From an optimization exercise on the open Yosys and OpenROAD flow, aimed at small area and a short achievable clock period; shortcuts taken in it are not production practice.
The RTL was checked by simulation tests, not by an equivalence proof against the original design.
No activity file was given, so power comes from the tool's default toggle rates.

## run 1
## ALU_TOP
module ALU_TOP #(parameter width_top = 16) (A, B, ALU_FUN,
    CLK,RST,
    ARITH_OUT,
    LOGIC_OUT,
    CMP_OUT,
    SHIFT_OUT,
    CARRY_OUT,
    ARITH_FLAG_OUT,
    LOGIC_FLAG_OUT,
    CMP_FLAG_OUT,
    SHIFT_FLAG_OUT
    );
==> flow/config.mk <==
export PLATFORM = sky130hd
export DESIGN_NAME = ALU_TOP
export DESIGN_NICKNAME = ALU_TOP
export VERILOG_FILES = /design/flow/design.v
export SDC_FILE = /design/flow/constraint.sdc
export NUM_CORES = 4
export LEC_CHECK = 0
export CAP_MARGIN = 20
export CORE_MARGIN = 2
export CORE_UTILIZATION = 40
export SLEW_MARGIN = 20
export SYNTH_HIERARCHICAL = 1
==> flow/constraint.sdc <==
create_clock -name core_clock -period 130.0 [get_ports {CLK}]
set_input_delay 26.0000 -clock core_clock [delete_from_list [all_inputs] [get_ports {CLK}]]
set_output_delay 26.0000 -clock core_clock [all_outputs]
set_load 0.01 [all_outputs]
standard.sh (not shown) runs the stock make flow with config.mk's settings and CLKGATE_MAP_FILE= SYNTH_SCRIPT=/design/flow/synth_recipe.tcl, a recipe that flattens the netlist after the stock synthesis.
==> flow/flow/run.sh <==
#!/bin/bash
# Own layout flow: the standard flow (standard.sh), except that the port
# buffers are sky130_fd_sc_hd__buf_1 instead of the flow's default choice.
# The whole make run's output goes to flow_make.log; ORFS keeps each step's
# log under orfs/logs/.
set -euo pipefail
export BUFFER_PORTS_ARGS="-buffer_cell sky130_fd_sc_hd__buf_1"
export SETUP_SLACK_MARGIN=91
bash standard.sh > flow_make.log 2>&1
Inputs modified between run 1 and run 2:
diff --git a/flow/flow/run.sh b/flow/flow/run.sh
--- a/flow/flow/run.sh
+++ b/flow/flow/run.sh
@@ -8 +8 @@
-export SETUP_SLACK_MARGIN=91
+export SETUP_SLACK_MARGIN=89
==> comparison <==
Global-route track usage on met3 was lower in run 2 than in run 1. Diff run 1 -> run 2 | overall power of the completed layout | decrease of about 8%. Proportion of final cell area spent on non-clock buffers: higher on run 1. Against run 1, run 2 reports a relative contribution of combinational cells to total power that is lower.
Modified inputs, run 3 compared to run 2
==> flow/run.sh (new file) <==
#!/bin/bash
# synth_recipe.tcl (not shown) runs the flow's synth.tcl, then flattens the netlist and writes it again
# the make line also repeats each setting of config.mk as NAME=value (left out here)
make -C /OpenROAD-flow-scripts/flow DESIGN_CONFIG=/design/flow/config.mk WORK_HOME=/design/flow/orfs CLKGATE_MAP_FILE= SYNTH_SCRIPT=/design/flow/synth_recipe.tcl finish
removed: flow/flow/run.sh
removed: flow/standard.sh
## What came out
Sort run 3 and run 2 by number of vias per cell after detailed routing desc -> top: run 2
After detailed routing, run 2 needs less wire than run 3.
Between run 2 and run 3, the flow reports flip-flop and latch area decreasing slightly.
Run 2 vs run 3, critical path launch point: a_r[6] vs b_r[3]
NOTE: fraction of area in registers in run 3 falls short of that of run 2
From run 2 to run 3 the numbers moved as follows: setup slack after layout -2.65 ns; combinational group share of total power grew by 0.3 points; peak supply drop saw a decrease; via count shows a reduction of 165.
diff inputs: run 3 => run 4
Settings: CORE_UTILIZATION now 60, was 40; PLACE_DENSITY now 0.72, previously not set.
==> flow/flow/run.sh (new file) <==
#!/bin/bash
# Own layout flow: the standard flow (standard.sh), except that the port
# buffers are sky130_fd_sc_hd__buf_1 instead of the flow's default choice.
# The whole make run's output goes to flow_make.log; ORFS keeps each step's
# log under orfs/logs/.
set -euo pipefail
export BUFFER_PORTS_ARGS="-buffer_cell sky130_fd_sc_hd__buf_1"
export SETUP_SLACK_MARGIN=90
bash standard.sh > flow_make.log 2>&1
==> flow/standard.sh (new file) <==
#!/bin/bash
# synth_recipe.tcl (not shown) runs the flow's synth.tcl, then flattens the netlist and writes it again
# the make line also repeats each setting of config.mk as NAME=value (left out here)
make -C /OpenROAD-flow-scripts/flow DESIGN_CONFIG=/design/flow/config.mk WORK_HOME=/design/flow/orfs CLKGATE_MAP_FILE= SYNTH_SCRIPT=/design/flow/synth_recipe.tcl "${@:-finish}"
removed: flow/run.sh
==> comparison <==
- Relative to run 3, worst hold slack after final layout decreased by 0.38 ns in run 4.
- [compare] base=run 3 new=run 4: relative contribution of combinational cells to total power shrank by 0.3 points, final total power grew by 2.1%, routing usage on met2 grew by 17 points.
Here is what was changed in the inputs of run 5 compared with run 4.
Settings: clearing PLACE_DENSITY, which used to be 0.72; swapping 60 for 40 in CORE_UTILIZATION.
diff --git a/flow/flow/run.sh b/flow/flow/run.sh
--- a/flow/flow/run.sh
+++ b/flow/flow/run.sh
@@ -8 +7,0 @@
-export SETUP_SLACK_MARGIN=90
Notes after the runs:
On end-of-flow core utilization: run 5 sits below run 4.
Summary of run 5 over run 4: worst setup slack fell by 3.04 ns; sum of internal, switching and leakage power went down by 6.4%; sequential share of layout area rose 0.28 points.
Compared with run 4, run 5 shows a higher highest net fanout along the worst path.
Re number of instances in the placed design: run 4 and run 5 aren't equal, and the lower value belongs to run 4.
The following lists how run 6 was set up differently from run 5:
Settings: CORE_UTILIZATION changed from 40 to 75; PLACE_DENSITY newly set to 0.85.
==> flow/flow/run.sh <==
#!/bin/bash
# Own layout flow: the standard flow (standard.sh) with two changes made
# through the environment the ORFS scripts read:
#  - the port buffers are sky130_fd_sc_hd__buf_1 instead of the flow's
#    default choice (every input and output port still gets its buffer);
#  - repair_timing aims for 89 ns of setup slack instead of 0, so that it
#    sizes up and buffers the longest paths (the SDC is unchanged).
# The make run's whole output goes to flow_make.log in this folder; ORFS keeps
# each step's full log under orfs/logs/.
set -euo pipefail
export BUFFER_PORTS_ARGS="-buffer_cell sky130_fd_sc_hd__buf_1"
export SETUP_SLACK_MARGIN=89
bash standard.sh > flow_make.log 2>&1
--- outcome ---
Relative contribution of the clock network to total power in run 6 vs run 5: down 0.4 points
Setup WNS run 5 -> run 6: better
Critical path buffer and inverter count ends up lower on run 6.

## afterwards: timing with drivers on the ports
In the flow no input, the clock included, has a driving cell. The finished layouts below were timed again as built, in two steps.
Step 1: set_driving_cell puts a clkbuf_16 on CLK and a buf_2 on each other input, an assumption about the parent block.
Step 2 moves the port delays by t, midway between the first and last clock arrival at a register: inputs arrive t later, outputs are due t later. That takes back most of the time a late clock gives input paths.
a / b / c = no drivers / after step 1 / after step 2; a / b = the first two.
| run | t (ns) | setup WS [ns] | worst slew at a driven data input, ns |
|---|---|---|---|
| run 1 | 0.352 | 91.063 / 91.016 / 91.317 | 0.04 |
| run 2 | 0.359 | 89.632 / 89.588 / 89.874 | 0.05 |
| run 3 | 0.360 | 86.983 / 86.936 / 87.296 | 0.04 |
| run 4 | 0.356 | 90.286 / 90.241 / 90.535 | 0.04 |
| run 5 | 0.359 | 87.244 / 87.200 / 87.559 | 0.05 |
| run 6 | 0.343 | 89.428 / 89.389 / 89.732 | 0.04 |
After both steps setup and hold are still met in every run listed.
